From an optimization exercise on the open Yosys and OpenROAD flow, aimed at small area and a short achievable clock period; shortcuts taken in it are not production practice.
No run shown here included a check of the RTL's function; only the layout flow was run.
Power figures rest on the tool's default switching activity, not on a simulated workload.

==> flow/design.v <==
module L1_cache #(
    parameter CTID = 0)
    (
    input logic clock,
    input logic reset,
    input logic [31:0] PCF,                  
    input logic [31:0] addr_rst,             
    input logic [1:0] tid_fetch,             
    input logic [31:0] br_target,            
    input logic [1:0] tid_br,                
    input logic [31:0] l2addr,               
    input logic [1:0] l2_tid,                
    input logic [127:0] l2_line,             
    input logic l2_valid_rsp,                
    output logic br_req,                     
    output logic req_spec,                   
    output logic req_refill,                 
    output logic [31:0] instr                
    );
    localparam integer NF = 8;    
    localparam integer NH = 4;    
    logic         active;       
    logic [27:0]  tag;          
    logic [127:0] data;         
    logic         rst_q;        
    genvar gi;
    logic          tid_ok;      
    assign tid_ok = (l2_tid == CTID);
    logic [NF-1:0] fill_c, fill_cn;
    logic [127:0]  blk;         
    generate
        for (gi = 0; gi < NF; gi++) begin : g_fill
            L1_fdec u_fdec (.valid(l2_valid_rsp), .tid_ok(tid_ok), .clr(rst_q), .f(fill_c[gi]), .fn(fill_cn[gi]));
        end
        for (gi = 0; gi < 128; gi++) begin : g_blk
            L1_sel2 u_blk (.s(fill_c[gi/(128/NF)]), .sn(fill_cn[gi/(128/NF)]), .a(l2_line[gi]), .b(data[gi]), .y(blk[gi]));
        end
    endgenerate
    logic fill, fill_n, tload, thold;
    L1_fdec u_fdec_t (.valid(l2_valid_rsp), .tid_ok(tid_ok), .clr(1'b0), .f(fill), .fn(fill_n));
    assign tload = fill & ~reset;
    assign thold = fill_n & ~reset;
    logic [27:0] tag_d;
    generate
        for (gi = 0; gi < 28; gi++) begin : g_tag
            L1_sel2 u_tag (.s(tload), .sn(thold), .a(l2addr[gi+4]), .b(tag[gi]), .y(tag_d[gi]));
        end
    endgenerate
    logic [13:0] ne2_p;
    logic [6:0]  eq_p, eq_b;
    generate
        for (gi = 0; gi < 14; gi++) begin : g_cmpp
            L1_ne2 u_ne2 (.a(PCF[2*gi+5 -: 2]), .t(tag[2*gi+1 -: 2]), .ne(ne2_p[gi]));
        end
        for (gi = 0; gi < 7; gi++) begin : g_cmp
            L1_nor2 u_eqp (.a(ne2_p[2*gi]), .b(ne2_p[2*gi+1]), .y(eq_p[gi]));
            L1_eq4 u_eqb (.a(br_target[4*gi+7 -: 4]), .t(tag[4*gi+3 -: 4]), .eq(eq_b[gi]));
        end
    endgenerate
    logic [NH-1:0] hna, hnb;
    generate
        for (gi = 0; gi < NH; gi++) begin : g_hit
            L1_nand4 u_hna (.a(eq_p[3:0]), .y(hna[gi]));
            L1_nand4 u_hnb (.a({active, eq_p[6:4]}), .y(hnb[gi]));
        end
    endgenerate
    logic [3:0] wsel;
    logic [NH-1:0][3:0] wsel_c;
    assign wsel[3] = (PCF[3:0] == 4'hc);
    generate
        for (gi = 0; gi < NH; gi++) begin : g_wdec
            L1_wdec u_wdec (.a(PCF[3:0]), .s(wsel_c[gi]));
        end
        for (gi = 0; gi < 32; gi++) begin : g_out
            L1_word u_out (.s(wsel_c[gi/(32/NH)]), .d({blk[96+gi], blk[64+gi], blk[32+gi], blk[gi]}),
                           .hna(hna[gi/(32/NH)]), .hnb(hnb[gi/(32/NH)]), .y(instr[gi]));
        end
    endgenerate
    logic hit_p;
    assign hit_p      = &eq_p;
    assign req_spec   = active & hit_p & wsel[3];
    assign req_refill = active & ~hit_p;
    assign br_req     = ~active & (tid_br == CTID) & ~(&eq_b);
    always_ff @(posedge clock) begin
        active <= (tid_fetch == CTID);
        data   <= blk;
        tag    <= tag_d;
        rst_q  <= reset;
    end
endmodule
module L1_fdec (input logic valid, input logic tid_ok, input logic clr, output logic f, output logic fn);
    assign f  = valid & tid_ok;
    assign fn = ~((valid & tid_ok) | clr);
endmodule
module L1_sel2 (input logic s, input logic sn, input logic a, input logic b, output logic y);
    assign y = (s & a) | (sn & b);
endmodule
module L1_ne2 (input logic [1:0] a, input logic [1:0] t, output logic ne);
    assign ne = |(a ^ t);
endmodule
module L1_nor2 (input logic a, input logic b, output logic y);
    assign y = ~(a | b);
endmodule
module L1_wdec (input logic [3:0] a, output logic [3:0] s);
    assign s[3] = (a == 4'hc);
    assign s[2] = (a == 4'h8);
    assign s[1] = (a == 4'h4);
    assign s[0] = ~(s[3] | s[2] | s[1]);
endmodule
module L1_eq4 (input logic [3:0] a, input logic [3:0] t, output logic eq);
    assign eq = (a == t);
endmodule
module L1_nand4 (input logic [3:0] a, output logic y);
    assign y = ~(&a);
endmodule
module L1_word (input logic [3:0] s, input logic [3:0] d, input logic hna, input logic hnb, output logic y);
    assign y = ~(hna | hnb) & (|(s & d));
endmodule
==> flow/flow/run.sh <==
#!/bin/bash
# Standard ORFS layout; the only change is that port buffers use the smallest buffer cell.
set -euo pipefail
export BUFFER_PORTS_ARGS="-buffer_cell sky130_fd_sc_hd__buf_1"
bash standard.sh > standard_flow.log 2>&1
==> flow/standard.sh <==
#!/bin/bash
# synth_recipe.tcl (not shown) runs the flow's synth.tcl, then flattens the netlist and writes it again
# the make line also repeats each setting of config.mk as NAME=value (left out here)
make -C /OpenROAD-flow-scripts/flow DESIGN_CONFIG=/design/flow/config.mk WORK_HOME=/design/flow/orfs CLKGATE_MAP_FILE= SYNTH_SCRIPT=/design/flow/synth_recipe.tcl "${@:-finish}"
==> flow/config.mk <==
export PLATFORM = sky130hd
export DESIGN_NAME = L1_cache
export DESIGN_NICKNAME = L1_cache
export VERILOG_FILES = /design/flow/design.v
export SDC_FILE = /design/flow/constraint.sdc
export NUM_CORES = 4
export LEC_CHECK = 0
export CAP_MARGIN = 20
export CORE_MARGIN = 2
export CORE_UTILIZATION = 40
export CTS_BUF_LIST = sky130_fd_sc_hd__clkbuf_4 sky130_fd_sc_hd__clkbuf_8
export SETUP_SLACK_MARGIN = 0
export SLEW_MARGIN = 20
export SYNTH_HIERARCHICAL = 1
==> flow/constraint.sdc <==
create_clock -name core_clock -period 6.0 [get_ports {clock}]
set_input_delay 1.2000 -clock core_clock [delete_from_list [all_inputs] [get_ports {clock}]]
set_output_delay 1.2000 -clock core_clock [all_outputs]
set_load 0.01 [all_outputs]
==> out/metrics.yaml, run 1 <==
clockRootBuffer: "clkbuf_8"
final_cell_mix: "259 x buf_1, 158 x dfxtp_1, 156 x a22o_1, 64 x a22oi_1, 32 x a211oi_2"
final_max_slew_viol_count: 0
cap_viol_max_count: 0
track_usage: 0.228
p_leak_uw: 0.00285
nets: 1113
vias: 5908
pre_cts_ws_ps: 1380
crit_path_end: "instr[23]"
yosysSeqAreaShare: 0.491
total_power_uw: 2250
clockBufferDepth: 2
p_comb_frac: 0.106
cp.arrival_ps: 3330
io_buffers: 259
power.internal_uw: 1710
place_inst: 1045
pwr-share-clk: 0.396
rows: 46
reg2reg_setup_slack_ps: 4640
crit_type: "in2out"
startpoint_type: "input port"
yosys_warnings: 7
setup-tns-final_ps: 0
status: "finished clean"
cts-resized-gates: 0
peakVddDrop_mv: 0.123
max_freq_mhz: 221
drc_errors: 0
drtIter0Drc: 405
slew_headroom: 0.300
cp_max_fo: 18
setup_ws_ps: 1470
rr_startpoint: "rst_q$_DFF_P_"
p_switching_uw: 534
synthDistinctLibCells: 21
grt_antenna_before_repair: 0
clk_pin_slew_ps: 80
setup_violations: 0
required_ps: 4800
cts_setup_buffers: 0
die_y_um: 131
final_layout_size_suffix_gt1_frac: 0.104
core_um2: 15800
rr_worst_depth: 2
cts_tree: "done"
hp-class: "reg2reg"
vias_per_cell: 5.50
ys_seq_elements: 158
cp-end-kind: "primary output"
seq_power_share: 0.498
cts_hold_buf: 0
grt_pass1_vias: 5681
fin_cells: 1075
clkSinkCount: 158
dp_hpwl_um: 15500
die_area_um2: 17100
powerDensity_nw_per_um2: 272
clock_skew_ps: 7.69
cts_made_buffers: 17
regToRegEndpoint: "data[65]$_DFF_P_"
die_w_um: 131
fillers: 1500
synth.cell_area_um2: 6440
grt_pass1_wl_um: 29700
grt_max_degree: 29
pin_count: 300
rsz0062_at_grt: "false"
period_share: 0.755
final_util: 0.522
avgSynthCellArea_um2: 11.6
place.gp.congestion: 0.847
synth_cells: 555
p_sw_frac: 0.238
syn_to_final_growth_pct: 28.3
h-tree-depth: 4
syn_nets: 820
wl_um: 20100
drtAntennaViolNets: 0
start_util: 0.407
finalCriticalPeriod_ps: 4530
tightest_slew_ps: 1040
globalRouteOverflowTotal: 0
final_common_cell: "buf_1"
n_antenna_cell: 0
clock_latency_ps: 440
hold_viol_final: 0
critPathLaunch: "l2_valid_rsp"
wl_per_cell_um: 18.7
drt_pass1_iterations: 5
-- flip-flops by register name, summed over array words and instances, names as in the netlist --
register / flops
data: 128
tag: 28
active: 1
rst_q: 1
-- cells by family (layout without fill, tap and decap cells) --
family | after synthesis | after routing | synth area share
XOR/XNOR | 56 | 56 | 0.0762
AO/OA/AOI/OAI | 267 | 267 | 0.361
other | 1 | 1 | 0.000582
AND/OR/NAND/NOR | 73 | 73 | 0.0707
flip-flops | 158 | 158 | 0.491
buffers and inverters | 0 | 304 | 0
-- power groups by stage --
stage                     Sequential (uW)  Combinational [uW]  Clock [uW]
after detailed placement             1140                 235           0
after CTS                            1120                 236         909
after global routing                 1120                 261         953
after global placement               1140                 229           0
final                                1120                 237         890
after floorplan                      1140                 127           0
-- cells in the mapped netlist --
| cell type | count | share of area |
|---|---|---|
| o21ai_0 | 4 | 0.0031 |
| o21a_1 | 2 | 0.0023 |
| nor2_1 | 13 | 0.0076 |
| nand4_1 | 10 | 0.0097 |
| and2_1 | 9 | 0.0087 |
| and3_1 | 4 | 0.0039 |
| a21oi_1 | 9 | 0.0070 |
| nand3_1 | 2 | 0.0016 |
| nor4b_1 | 8 | 0.011 |
| dfxtp_1 | 158 | 0.49 |
| nor4_2 | 8 | 0.016 |
| nand2_1 | 15 | 0.0087 |
| nor3_1 | 1 | 0.00078 |
| a22oi_1 | 64 | 0.075 |
| nor2b_1 | 2 | 0.0019 |
| a211oi_2 | 32 | 0.062 |
| conb_1 | 1 | 0.00058 |
| or3b_1 | 1 | 0.0014 |
| a22o_1 | 156 | 0.21 |
| xor2_1 | 28 | 0.038 |
| xnor2_1 | 28 | 0.038 |
-- stage by stage --
stage	hold WS [ps]	cell area [um2]
floorplan	440	6440
global placement	452	7800
detailed placement	453	7800
CTS	477	8250
global route	487	8260
finish	472	8260
-- critical path, cell delays in order --
cell	delay, ps
buf_1	600
and2_1	650
a22o_1	260
a22oi_1	120
a211oi_2	280
buf_1	200
-- modules after synthesis (local to each module, per instance) --
module    times used  cells  area [um2]
L1_sel2          156      1        8.76
L1_cache           1    173        3250
L1_nor2            7      1        3.75
L1_wdec            4      5        32.5
L1_word           32      3        27.5
L1_fdec            9      2        11.3
L1_nand4           8      1        6.26
L1_ne2            14      3        21.3
L1_eq4             7      5        47.5
-- layer usage --
layer | share of wire | global-route usage
met5 | 0 | 0
met2 | 0.45 | 0.345
met1 | 0.45 | 0.309
met3 | 0.077 | 0.0656
met4 | 0.026 | 0.0870
-- final cells by class --
cell class	instances	area, um2	share of cell area
clock inverter	11	191	0.0232
tap	216	270	0.0327
sequential	158	3160	0.383
multi-input combinational	397	3300	0.399
clock buffer	19	255	0.0309
timing repair buffer	274	1080	0.131
-- how the worst min path moves through the flow --
stage,endpoint,slack [ps],depth (start not counted),startpoint
after CTS,data[100]$_DFF_P_,480,1,data[100]$_DFF_P_
after global placement,data[113]$_DFF_P_,450,1,data[113]$_DFF_P_
final,data[120]$_DFF_P_,470,1,data[120]$_DFF_P_
after floorplan,data[32]$_DFF_P_,440,1,data[32]$_DFF_P_
after global routing,data[113]$_DFF_P_,490,1,data[113]$_DFF_P_
after detailed placement,data[122]$_DFF_P_,450,1,data[122]$_DFF_P_
==> run 2: changes to the inputs <==
--- a/flow/config.mk
+++ b/flow/config.mk
@@ -9,6 +9,6 @@
 export CORE_MARGIN = 2
 export CORE_UTILIZATION = 40
 export CTS_BUF_LIST = sky130_fd_sc_hd__clkbuf_4 sky130_fd_sc_hd__clkbuf_8
-export SETUP_SLACK_MARGIN = 0
+export SETUP_SLACK_MARGIN = 1.5
 export SLEW_MARGIN = 20
 export SYNTH_HIERARCHICAL = 1
==> out/metrics.yaml, run 2 <==
grt_pass1_vias: 5682  # +0.018%
cap_viol_max_count: 0  # unchanged
clkSinkCount: 158  # unchanged
n_antenna_cell: 0  # unchanged
ys_seq_elements: 158  # unchanged
wl_per_cell_um: 18.7  # +0.37%
p_leak_uw: 0.00286  # +0.29%
yosys_warnings: 7  # unchanged
finalCriticalPeriod_ps: 4350  # -185 ps
core_um2: 15800  # unchanged
die_y_um: 131  # unchanged
dp_hpwl_um: 15500  # unchanged
final_area_um2: 8280  # +0.24%
drc_errors: 0  # unchanged
status: "finished clean"
track_usage: 0.228  # unchanged
p_comb_frac: 0.106  # about the same
p_sw_frac: 0.239  # +0.00118
total_power_uw: 2250  # +0.19%
cp_max_fo: 17  # -1
cts_tree: "done"
dpl_cell_area_um2: 7800  # unchanged
clock_skew_ps: 10.3  # +2.57 ps
synth_edf_count: 0  # unchanged
clockBufferDepth: 2  # unchanged
largest_reg_flops: 128  # unchanged
seq_power_share: 0.497  # about the same
syn_to_final_growth_pct: 28.6
period_share: 0.724  # -0.0309
hp-class: "reg2reg"
startpoint_type: "input port"
io_buffers: 259  # unchanged
final_max_slew_viol_count: 0  # unchanged
wl_um: 20100  # +0.37%
grt_antenna_before_repair: 0  # unchanged
start_util: 0.407  # unchanged
final_common_cell: "buf_1"
synth.top_cell.area_share: 0.491  # unchanged
grt_max_degree: 29  # unchanged
rsz0062_at_grt: "false"
hold_viol_final: 0  # unchanged
final_layout_size_suffix_gt1_frac: 0.108  # +0.00466
pin_count: 300  # unchanged
final_cell_mix: "258 x buf_1, 158 x dfxtp_1, 156 x a22o_1, 64 x a22oi_1, 32 x a211oi_2"
nets: 1113  # unchanged
yosys-top-cells-area: "dfxtp_1 49%, a22o_1 21%, a22oi_1 7.5%"
drtIter0Drc: 405  # unchanged
synth_common_cells: "158 x dfxtp_1, 156 x a22o_1, 64 x a22oi_1"
avgSynthCellArea_um2: 11.6  # unchanged
die_area_um2: 17100  # unchanged
ys.flop_type: "dfxtp_1"
synthDistinctLibCells: 21  # unchanged
peakVddDrop_mv: 0.125  # +1.5%
vias_per_cell: 5.51  # +0.29%
syn_nets: 820  # unchanged
drt_pass1_iterations: 5  # unchanged
max_freq_mhz: 230  # +4.3%
cts_hold_buf: 0  # unchanged
required_ps: 4800  # about the same
clock_latency_ps: 440  # about the same
rows: 46  # unchanged
place.gp.congestion: 0.847  # unchanged
cp.arrival_ps: 3150  # -180 ps
cts_made_buffers: 17  # unchanged
yosysTopAreaCell: "dfxtp_1"
synth_cells: 555  # unchanged
drtAntennaViolNets: 0  # unchanged
setup_violations: 0  # unchanged
yosysSeqAreaShare: 0.491  # unchanged
synth.cell_area_um2: 6440  # unchanged
slew_headroom: 0.280  # -0.0194
cts_setup_buffers: 0  # unchanged
vias: 5925  # +0.29%
cp-end-kind: "primary output"
globalRouteOverflowTotal: 0  # unchanged
grt_pass1_wl_um: 29700  # unchanged
reg_top3: "data: 128 flops, tag: 28 flops"
powerDensity_nw_per_um2: 272  # about the same
async_flop_share: 0  # unchanged
pwr-share-clk: 0.396  # about the same
power.internal_uw: 1710  # about the same
crit_type: "in2out"
yosysMostFrequentCell: "dfxtp_1"
tightest_slew_ps: 1070  # +28.8 ps
regMostFlops: "data"
die_w_um: 131  # unchanged
clockRootBuffer: "clkbuf_8"
p_switching_uw: 538  # +0.69%
h-tree-depth: 4  # unchanged
setup-tns-final_ps: 0  # unchanged
clk_pin_slew_ps: 80  # about the same
==> run 2: cell counts after synthesis <==
Identical to the previous run, type by type.
==> run 2: cell type report <==
class / count / area [um2]
clock inverter: 11 / 191
clock buffer: 19 / 255
timing repair buffer: 274 / 1090
fill: 1502 / 7540
sequential: 158 / 3160
tap: 216 / 270
multi-input combinational: 397 / 3320
==> run 2: metrics by stage <==
stage | hold slack [ps] | setup slack, ps | instances | util
global placement | 452 | 1490 | 1045 | 0.493
floorplan | 440 | 2030 | 555 | -
global route | 487 | 1510 | 1075 | 0.523
finish | 473 | 1650 | 1075 | 0.523
CTS | 477 | 1510 | 1075 | 0.522
detailed placement | 453 | 1380 | 1045 | 0.493
==> run 2: cell families after synthesis <==
kind of cell and share of synthesized area:
AO/OA/AOI/OAI 0.361, XOR/XNOR 0.0762, AND/OR/NAND/NOR 0.0707, other 0.000582, flip-flops 0.491
==> run 2: critical path, stage by stage <==
cell and delay [ps]:
buf_1 280, o21ai_0 900, a22oi_1 280, a211oi_2 300, buf_1 180
==> run 2: power by group through the flow <==
stage / sequential (uW) / clock [uW] / combinational (uW)
after CTS: 1120 / 909 / 236
after global placement: 1140 / 0 / 229
after floorplan: 1140 / 0 / 127
after global routing: 1120 / 953 / 262
final: 1120 / 892 / 239
after detailed placement: 1140 / 0 / 235
==> run 2: per-module statistics from Yosys (local to each module, per instance), a selection <==
module / copies in the design / flops+latches / cells inside
L1_eq4: 7 / 0 / 5
L1_wdec: 4 / 0 / 5
L1_word: 32 / 0 / 3
L1_ne2: 14 / 0 / 3
L1_fdec: 9 / 0 / 2
L1_sel2: 156 / 0 / 1
L1_nand4: 8 / 0 / 1
L1_nor2: 7 / 0 / 1
==> run 2: repair_timing <==
action	CTS	global route
endpoints found under the hold margin	0	0
setup endpoints to repair	32	32
gates resized for setup	2	7
==> run 2: per-layer routing <==
layer,share of wire,up-vias,wire (um),GRT usage
met5,0,-,0,0
met4,0.025,0,497,0.0870
li1,-,2850,-,-
met3,0.075,29,1510,0.0656
met2,0.45,244,9000,0.345
met1,0.45,2802,9140,0.309
==> run 2: worst paths after layout <==
path / from / endpoint / slack (ps) / cells past startpoint
worst max-delay path: PCF[3] / instr[4] / 1650 / 5
worst min-delay path: data[120]$_DFF_P_ / data[120]$_DFF_P_ / 470 / 1
worst max register to register: rst_q$_DFF_P_ / data[11]$_DFF_P_ / 4710 / 3
worst min register to register: data[120]$_DFF_P_ / data[120]$_DFF_P_ / 470 / 1
==> run 3: changes to the inputs <==
==> flow/design.v (replaced) <==
module L1_cache #(
    parameter CTID = 0)
    (
    input logic clock,
    input logic reset,
    input logic [31:0] PCF,                  
    input logic [31:0] addr_rst,             
    input logic [1:0] tid_fetch,             
    input logic [31:0] br_target,            
    input logic [1:0] tid_br,                
    input logic [31:0] l2addr,               
    input logic [1:0] l2_tid,                
    input logic [127:0] l2_line,             
    input logic l2_valid_rsp,                
    output logic br_req,                     
    output logic req_spec,                   
    output logic req_refill,                 
    output logic [31:0] instr                
    );
    logic         active;       
    logic [27:0]  tag;          
    logic [127:0] data;         
    logic         rst_q;        
    genvar gi;
    logic         tid_ok;       
    assign tid_ok = (l2_tid == CTID);
    logic [3:0]   fill_w, fill_wn;
    logic [127:0] blk;          
    generate
        for (gi = 0; gi < 4; gi++) begin : g_fill
            L1_fdec u_fdec (.valid(l2_valid_rsp), .tid_ok(tid_ok), .clr(rst_q), .f(fill_w[gi]), .fn(fill_wn[gi]));
        end
        for (gi = 0; gi < 128; gi++) begin : g_blk
            L1_sel2 u_blk (.s(fill_w[gi/32]), .sn(fill_wn[gi/32]), .a(l2_line[gi]), .b(data[gi]), .y(blk[gi]));
        end
    endgenerate
    logic fill, tload, thold;
    L1_fdec u_fdec_t (.valid(l2_valid_rsp), .tid_ok(tid_ok), .clr(reset), .f(fill), .fn(thold));
    assign tload = fill & ~reset;
    logic [27:0] tag_d;
    generate
        for (gi = 0; gi < 28; gi++) begin : g_tag
            L1_sel2 u_tag (.s(tload), .sn(thold), .a(l2addr[gi+4]), .b(tag[gi]), .y(tag_d[gi]));
        end
    endgenerate
    logic [6:0] ne_p, ne_b;
    generate
        for (gi = 0; gi < 7; gi++) begin : g_cmp
            L1_ne4 u_nep (.a(PCF[4*gi+7 -: 4]), .t(tag[4*gi+3 -: 4]), .ne(ne_p[gi]));
            L1_ne4 u_neb (.a(br_target[4*gi+7 -: 4]), .t(tag[4*gi+3 -: 4]), .ne(ne_b[gi]));
        end
    endgenerate
    logic miss_p;
    assign miss_p = |ne_p;
    logic hn;
    assign hn = ~(active & ~miss_p);
    logic [3:0] wsel;
    assign wsel[3] = (PCF[3:0] == 4'hc);
    assign wsel[2] = (PCF[3:0] == 4'h8);
    assign wsel[1] = (PCF[3:0] == 4'h4);
    assign wsel[0] = ~(wsel[3] | wsel[2] | wsel[1]);
    generate
        for (gi = 0; gi < 32; gi++) begin : g_out
            L1_word u_out (.s(wsel), .d({blk[96+gi], blk[64+gi], blk[32+gi], blk[gi]}), .hn(hn), .y(instr[gi]));
        end
    endgenerate
    assign req_spec   = active & ~miss_p & wsel[3];
    assign req_refill = active & miss_p;
    assign br_req     = ~active & (tid_br == CTID) & (|ne_b);
    always_ff @(posedge clock) begin
        active <= (tid_fetch == CTID);
        data   <= blk;
        tag    <= tag_d;
        rst_q  <= reset;
    end
endmodule
module L1_fdec (input logic valid, input logic tid_ok, input logic clr, output logic f, output logic fn);
    assign f  = valid & tid_ok;
    assign fn = ~((valid & tid_ok) | clr);
endmodule
module L1_sel2 (input logic s, input logic sn, input logic a, input logic b, output logic y);
    assign y = (s & a) | (sn & b);
endmodule
module L1_ne4 (input logic [3:0] a, input logic [3:0] t, output logic ne);
    assign ne = |(a ^ t);
endmodule
module L1_word (input logic [3:0] s, input logic [3:0] d, input logic hn, output logic y);
    assign y = ~hn & (|(s & d));
endmodule
--- a/flow/config.mk
+++ b/flow/config.mk
@@ -9,6 +9,6 @@
 export CORE_MARGIN = 2
 export CORE_UTILIZATION = 40
 export CTS_BUF_LIST = sky130_fd_sc_hd__clkbuf_4 sky130_fd_sc_hd__clkbuf_8
-export SETUP_SLACK_MARGIN = 1.5
+export SETUP_SLACK_MARGIN = 3.0
 export SLEW_MARGIN = 20
 export SYNTH_HIERARCHICAL = 1
==> out/metrics.yaml, run 3 <==
status: "finished clean"
rr_worst_depth: 3  # unchanged
p_switching_uw: 573  # +6.4%
setup-tns-final_ps: 0  # unchanged
hp-class: "reg2reg"
drc_errors: 0  # unchanged
hold_viol_final: 0  # unchanged
synth_cells: 506  # -8.8%
p_comb_frac: 0.125  # +0.019
yosysSeqAreaShare: 0.534  # +0.0427
regToRegEndpoint: "data[66]$_DFF_P_"
clock_skew_ps: 13.7  # +3.42 ps
yosysMostFrequentCell: "dfxtp_1"
core_um2: 14500  # -8.5%
die_y_um: 126  # -4.0%
io_buffers: 259  # unchanged
wl_um: 22100  # +9.5%
reg_top3: "data: 128 flops, tag: 28 flops"
setup_violations: 0  # unchanged
nets: 1099  # -1.3%
grt_pass1_wl_um: 33500  # +13%
largest_reg_flops: 128  # unchanged
place.gp.congestion: 0.854  # +0.80%
cp.arrival_ps: 2720  # -430 ps
startpoint_type: "input port"
cts_made_buffers: 17  # unchanged
synthDistinctLibCells: 19  # -9.5%
pwr-share-clk: 0.373  # -0.023
fillers: 1311  # -13%
vias: 5904  # -0.35%
rr_startpoint: "rst_q$_DFF_P_"
dp_hpwl_um: 12900  # -17%
synth_common_cells: "158 x dfxtp_1, 156 x a22o_1, 64 x a22oi_1"
drtAntennaViolNets: 0  # unchanged
cap_viol_max_count: 0  # unchanged
critPathLaunch: "PCF[31]"
async_flop_share: 0  # unchanged
period_share: 0.654  # -0.0703
tightest_slew_ps: 826  # -242 ps
cts_tree: "done"
final_max_slew_viol_count: 0  # unchanged
clockBufferDepth: 2  # unchanged
max_freq_mhz: 255  # +11%
p_leak_uw: 0.00307  # +7.4%
whs_ps: 476  # +2.70 ps
h-tree-depth: 4  # unchanged
finalCriticalPeriod_ps: 3920  # -422 ps
yosysTopAreaCell: "dfxtp_1"
power.internal_uw: 1660  # -2.8%
rsz0062_at_grt: "true"
syn_nets: 771  # -6.0%
synth_edf_count: 0  # unchanged
yosys_warnings: 7  # unchanged
pin_count: 300  # unchanged
cp-end-kind: "primary output"
die_area_um2: 15800  # -7.8%
hold-path-endpoint: "data[57]$_DFF_P_"
yosys-top-cells-area: "dfxtp_1 53%, a22o_1 23%, xnor2_1 8.3%"
ys_seq_elements: 158  # unchanged
vias_per_cell: 5.72  # +3.8%
worstHoldPathCells: 1  # unchanged
p_sw_frac: 0.256  # +0.0168
hold_path_startpoint: "data[57]$_DFF_P_"
powerDensity_nw_per_um2: 262  # -3.4%
avgSynthCellArea_um2: 11.7  # +0.90%
start_util: 0.409  # +0.00230
track_usage: 0.274  # +0.0463
regMostFlops: "data"
final_common_cell: "buf_1"
seq_power_share: 0.503  # +0.006
crit_type: "in2out"
cp_max_fo: 11  # -6
die_w_um: 126  # -4.0%
rows: 44  # -4.3%
clk_pin_slew_ps: 80  # about the same
clkSinkCount: 158  # unchanged
grt_antenna_before_repair: 0  # unchanged
synth.cell_area_um2: 5920  # -8.0%
synth.top_cell.area_share: 0.534  # +0.0427
clock_latency_ps: 450  # about the same
total_power_uw: 2240  # -0.59%
final_cell_mix: "223 x buf_1, 158 x dfxtp_1, 156 x a22o_1, 63 x a22oi_1, 52 x xnor2_1"
final_layout_size_suffix_gt1_frac: 0.208  # +0.0995
drt_pass1_iterations: 5  # unchanged
grt_max_degree: 34  # +17%
drtIter0Drc: 448  # +11%
ys.flop_type: "dfxtp_1"
wl_per_cell_um: 21.4  # +14%
reg2reg_setup_slack_ps: 4500  # -210 ps
grt_pass1_vias: 6195  # +9.0%
globalRouteOverflowTotal: 0  # unchanged
required_ps: 4800  # about the same
slew_headroom: 0.449  # +0.168
syn_to_final_growth_pct: 43.9
peakVddDrop_mv: 0.140  # +12%
clockRootBuffer: "clkbuf_8"
[run 3: changes by cell type in the layout (fill, tap and decap cells not counted), moves of 11 or more]
cell / before / now
buf_1: 258 / 223
xnor2_1: 28 / 52
buf_2: 0 / 32
buf_12: 0 / 12
nand2_1: 15 / 0
xor2_1: 28 / 0
nor2_1: 13 / 2
a211oi_2: 32 / 0
a21oi_2: 0 / 32
buf_4: 15 / 28
[run 3: power groups by stage]
stage	Combinational (uW)	Sequential, uW	Clock [uW]
finish	279	1120	834
global placement	226	1150	0
global route	300	1130	899
detailed placement	234	1150	0
CTS	273	1120	849
floorplan	132	1140	0
[run 3: how the worst max path moves through the flow]
stage | end | cells after the start
3_5_place_dp | instr[4] | 6
5_1_grt | instr[26] | 10
4_1_cts | instr[26] | 10
2_1_floorplan | instr[0] | 3
6_report | instr[4] | 10
3_3_place_gp | instr[4] | 6
[run 3: what timing repair did]
action,in CTS,in global routing
endpoints found under the setup margin,35,35
pin swaps,18,5
gates resized for setup,54,10
hold buffers,0,0
gates cloned,9,0
setup buffers,30,7
[run 3: layout make-up]
type	instances	area, um2	share of cell area
flip-flops and latches	158	3160	0.371
well taps	184	230	0.0270
multi-input cells	357	3210	0.377
clock buffers	19	255	0.0299
diodes	1	2.50	0.000294
clock inverters	13	161	0.0189
repair buffers	300	1500	0.176
[run 3: logic make-up (layout without fill, tap and decap cells)]
| group | after synthesis | after routing | synth area share |
|---|---|---|---|
| buffers and inverters | 0 | 332 | 0 |
| AO/OA/AOI/OAI | 260 | 264 | 0.347 |
| flip-flops | 158 | 158 | 0.534 |
| AND/OR/NAND/NOR | 32 | 37 | 0.0367 |
| other | 0 | 1 | 0 |
| XOR/XNOR | 56 | 56 | 0.0828 |
[run 3: Yosys stat by module, one instance, submodules excluded]
| module | times used | area, um2 | flops+latches | cells inside |
|---|---|---|---|---|
| L1_cache | 1 | 3280 | 158 | 174 |
| L1_fdec | 5 | 11.3 | 0 | 2 |
| L1_ne4 | 14 | 41.3 | 0 | 5 |
| L1_sel2 | 156 | 8.76 | 0 | 1 |
| L1_word | 32 | 20.0 | 0 | 3 |
[run 3: routing by layer]
layer  share of wire  track usage  wire (um)  up-vias
li1                -            -          -     2736
met1            0.43        0.351       9390     2848
met2            0.47        0.434      10400      267
met3           0.071       0.0752       1560       53
met4           0.033        0.124        733        0
met5               0            0          0        -
[run 3: critical path, stage by stage]
cell	delay (ps)
buf_1	130
xnor2_2	120
nand4_1	160
nor4_4	290
buf_4	160
buf_6	100
nand3_4	80
buf_12	190
a21oi_4	140
buf_2	150
[run 3: stage by stage]
| step | util | instances | setup slack [ps] | area, um2 |
|---|---|---|---|---|
| CTS | 0.581 | 1024 | 2080 | 8420 |
| global placement | 0.514 | 953 | 1540 | 7440 |
| finish | 0.589 | 1032 | 2080 | 8520 |
| global route | 0.588 | 1031 | 2020 | 8520 |
| floorplan | - | 506 | 2250 | 6200 |
| detailed placement | 0.514 | 953 | 1510 | 7440 |
==> run 4: changes to the inputs <==
--- a/flow/config.mk
+++ b/flow/config.mk
@@ -9,6 +9,6 @@
 export CORE_MARGIN = 2
 export CORE_UTILIZATION = 40
 export CTS_BUF_LIST = sky130_fd_sc_hd__clkbuf_4 sky130_fd_sc_hd__clkbuf_8
-export SETUP_SLACK_MARGIN = 3.0
+export SETUP_SLACK_MARGIN = 2.5
 export SLEW_MARGIN = 20
 export SYNTH_HIERARCHICAL = 1
==> out/metrics.yaml, run 4 <==
die_w_um: 126  # unchanged
async_flop_share: 0  # unchanged
vias: 6002  # +1.7%
pre_cts_ws_ps: 1550  # +41.1 ps
fillers: 1295  # -1.2%
peakVddDrop_mv: 0.215  # +54%
die_area_um2: 15800  # unchanged
place.gp.congestion: 0.810  # -5.1%
slew_headroom: 0.440  # -0.00838
total_power_uw: 2230  # -0.10%
setup-tns-final_ps: 0  # unchanged
grt_pass1_vias: 6072  # -2.0%
hold_viol_final: 0  # unchanged
rr_startpoint: "rst_q$_DFF_P_"
yosysMostFrequentCell: "dfxtp_1"
synth_top_family_by_area: "compound AO/OA/AOI/OAI gates"
clockRootBuffer: "clkbuf_8"
path_buf_inv: 5  # unchanged
clock_skew_ps: 8.46  # -5.23 ps
cp.arrival_ps: 2700  # -20 ps
largest_reg_flops: 128  # unchanged
h-tree-depth: 4  # unchanged
crit_type: "in2out"
vias_per_cell: 5.81  # +1.6%
final_common_cell: "buf_1"
max_stage_delay_ps: 240  # -50 ps
yosys_warnings: 7  # unchanged
cts_tree: "done"
startpoint_type: "input port"
critPathTopFamily: "buffers and inverters"
tightest_slew_ps: 838  # +12.6 ps
synth-xor-area-share: 0.0828  # unchanged
multi_input_area_um2: 3310  # +3.1%
max_freq_mhz: 257  # +0.69%
synth.top_cell.area_share: 0.534  # unchanged
drtIter0Drc: 374  # -17%
p_leak_uw: 0.00303  # -1.6%
final_area_um2: 8560  # +0.48%
rsz0062_at_grt: "true"
final_layout_size_suffix_gt1_frac: 0.220  # +0.0118
yosys-top-cells-area: "dfxtp_1 53%, a22o_1 23%, xnor2_1 8.3%"
clkSinkCount: 158  # unchanged
die_y_um: 126  # unchanged
wl_um: 23200  # +5.0%
regMostFlops: "data"
cp_max_fo: 13  # +2
dpl_cell_area_um2: 7390  # -0.66%
synth_cells: 506  # unchanged
whs_ps: 477  # +1.51 ps
synth_edf_count: 0  # unchanged
ys.flop_type: "dfxtp_1"
syn_nets: 771  # unchanged
period_share: 0.650  # -0.00448
synth_compound_area_frac: 0.347  # unchanged
avgSynthCellArea_um2: 11.7  # unchanged
rows: 44  # unchanged
hp-class: "reg2reg"
cap_viol_max_count: 0  # unchanged
clk_pin_slew_ps: 80  # about the same
core_um2: 14500  # unchanged
drtAntennaViolNets: 0  # unchanged
clockBufferDepth: 2  # unchanged
synth-simple-area-share: 0.0367  # unchanged
grt_antenna_before_repair: 0  # unchanged
reg_top3: "data: 128 flops, tag: 28 flops"
final_max_slew_viol_count: 0  # unchanged
cts_hold_buf: 0  # unchanged
yosysTopAreaCell: "dfxtp_1"
globalRouteOverflowTotal: 0  # unchanged
status: "finished clean"
synth.cell_area_um2: 5920  # unchanged
synth_common_cells: "158 x dfxtp_1, 156 x a22o_1, 64 x a22oi_1"
dr_wl_met2_um: 11000  # +6.0%
io_buffers: 259  # unchanged
powerDensity_nw_per_um2: 261  # -0.58%
wl_met3_um: 1960  # +26%
dp_hpwl_um: 12700  # -1.1%
ys_seq_elements: 158  # unchanged
worst_path_max_delay_cell: "a22oi_1"
clock_latency_ps: 440  # about the same
critPathLaunch: "l2_tid[1]"
finalCriticalPeriod_ps: 3900  # -26.9 ps
wl_per_cell_um: 22.4  # +4.9%
cp-end-kind: "primary output"
synth_fa_ha_area_frac: 0  # unchanged
start_util: 0.409  # unchanged
synthMuxAreaShare: 0  # unchanged
seq_area_um2: 3160  # unchanged
nets: 1099  # unchanged
yosysSeqAreaShare: 0.534  # unchanged
setup_ws_ps: 2100  # +26.9 ps
grt_max_degree: 34  # unchanged
cts_made_buffers: 17  # unchanged
hold_path_startpoint: "data[67]$_DFF_P_"
top_layer_used: "met4"
drt_pass1_iterations: 5  # unchanged
grt_pass1_wl_um: 34200  # +2.2%
pin_count: 300  # unchanged
synthDistinctLibCells: 19  # unchanged
final_cell_mix: "222 x buf_1, 158 x dfxtp_1, 156 x a22o_1, 56 x xnor2_1, 50 x a22oi_1"
track_usage: 0.283  # +0.00898
drc_errors: 0  # unchanged
path_cells: "buf_1 -> nor2_4 -> buf_4 -> buf_4 -> a21oi_4 -> buf_12 -> a22o_1 -> a22oi_1 -> a21oi_4 -> buf_2"
wl_met1_um: 9700  # +3.4%
syn_to_final_growth_pct: 44.6
required_ps: 4800  # about the same
setup_violations: 0  # unchanged
-- run 4: changes by cell type in the layout (fill, tap and decap cells not counted), moves of 3 or more --
cell | before | now
a22oi_2 | 1 | 14
buf_6 | 3 | 8
buf_4 | 28 | 20
buf_2 | 32 | 25
and2_4 | 8 | 13
clkbuf_2 | 1 | 8
inv_6 | 3 | 0
buf_12 | 12 | 9
a22oi_1 | 63 | 50
xnor2_2 | 4 | 0
xnor2_1 | 52 | 56
-- run 4: worst paths after layout --
kind | slack, ps | to | depth (start not counted)
max | 2100 | instr[20] | 10
min reg2reg | 480 | data[67]$_DFF_P_ | 1
min | 480 | data[67]$_DFF_P_ | 1
max reg2reg | 4450 | data[82]$_DFF_P_ | 3
-- run 4: kinds of logic after synthesis --
group,Yosys count
compound gates,260
flops,158
xor+xnor,56
simple gates,32
-- run 4: cell type report --
| class | instances | area share |
|---|---|---|
| multi-input cells | 364 | 0.386 |
| flip-flops and latches | 158 | 0.369 |
| repair buffers | 293 | 0.169 |
| clock buffers | 21 | 0.0316 |
| well taps | 184 | 0.0269 |
| clock inverters | 11 | 0.0165 |
| diodes | 2 | 0.000584 |
-- run 4: routing by layer --
metal | GRT usage | up-vias
met5 | 0 | -
li1 | - | 2755
met1 | 0.365 | 2926
met2 | 0.457 | 282
met3 | 0.0799 | 39
met4 | 0.101 | 0
-- run 4: metrics by stage --
step           utilization  std cells
2_1_floorplan            -        506
3_3_place_gp         0.510        952
3_5_place_dp         0.510        952
4_1_cts              0.585       1028
5_1_grt              0.591       1031
6_report             0.592       1033
-- run 4: worst register-to-register path, delay by kind of cell, from the launching register on --
family / cells / cell delay [ps]
AO/OA/AOI/OAI: 2 / 350
buffers and inverters: 1 / 200
flip-flops: 1 / 880
-- run 4: Yosys stat by module, one instance, submodules excluded --
module | flip-flops and latches | times used | cells
L1_cache | 158 | 1 | 174
L1_ne4 | 0 | 14 | 5
L1_fdec | 0 | 5 | 2
L1_word | 0 | 32 | 3
L1_sel2 | 0 | 156 | 1
-- run 4: power by group --
| part | internal, uW | leakage, uW | switching (uW) |
|---|---|---|---|
| registers | 1100 | 0.00129 | 23.8 |
| logic | 137 | 0.00153 | 153 |
| clock network | 434 | 0.000206 | 386 |
| total | 1670 | 0.00303 | 563 |
-- run 4: repair_timing --
| item | in CTS | in global routing |
|---|---|---|
| resized for setup | 73 | 25 |
| endpoints found under the setup margin | 34 | 35 |
| buffers inserted | 28 | 2 |
| pin swaps | 23 | 6 |
| gates cloned | 16 | 1 |

-- afterwards: timing with drivers on the ports --
The results above use ideal ports. As a check the final layouts listed here were re-extracted and re-timed, cells and wires unchanged.
Step 1 assumes that a clkbuf_16 drives the clock port and a buf_2 every other input.
Step 2 also shifts input and output timing later by t, the mid clock arrival at the registers, as if the neighbouring blocks saw the same clock.
a / b / c = ideal ports / drivers / drivers and shift; a / b = the first two.
run | t (ns) | setup WS [ns] | hold slack, ns | pins driven straight from the clock port
run 1 | 0.477 | 1.469 / 1.437 / 1.437 | 0.472 / 0.472 / 0.472 | 1
run 2 | 0.479 | 1.654 / 1.620 / 1.620 | 0.473 / 0.473 / 0.473 | 1
run 3 | 0.482 | 2.076 / 2.037 / 2.037 | 0.476 / 0.476 / 0.476 | 1
run 4 | 0.478 | 2.103 / 2.083 / 2.083 | 0.477 / 0.477 / 0.477 | 1
After both steps every run listed still meets setup and hold. The setup slack of run 3, which loses most, moves by -0.039 ns with the drivers and by -0.039 ns with both steps.
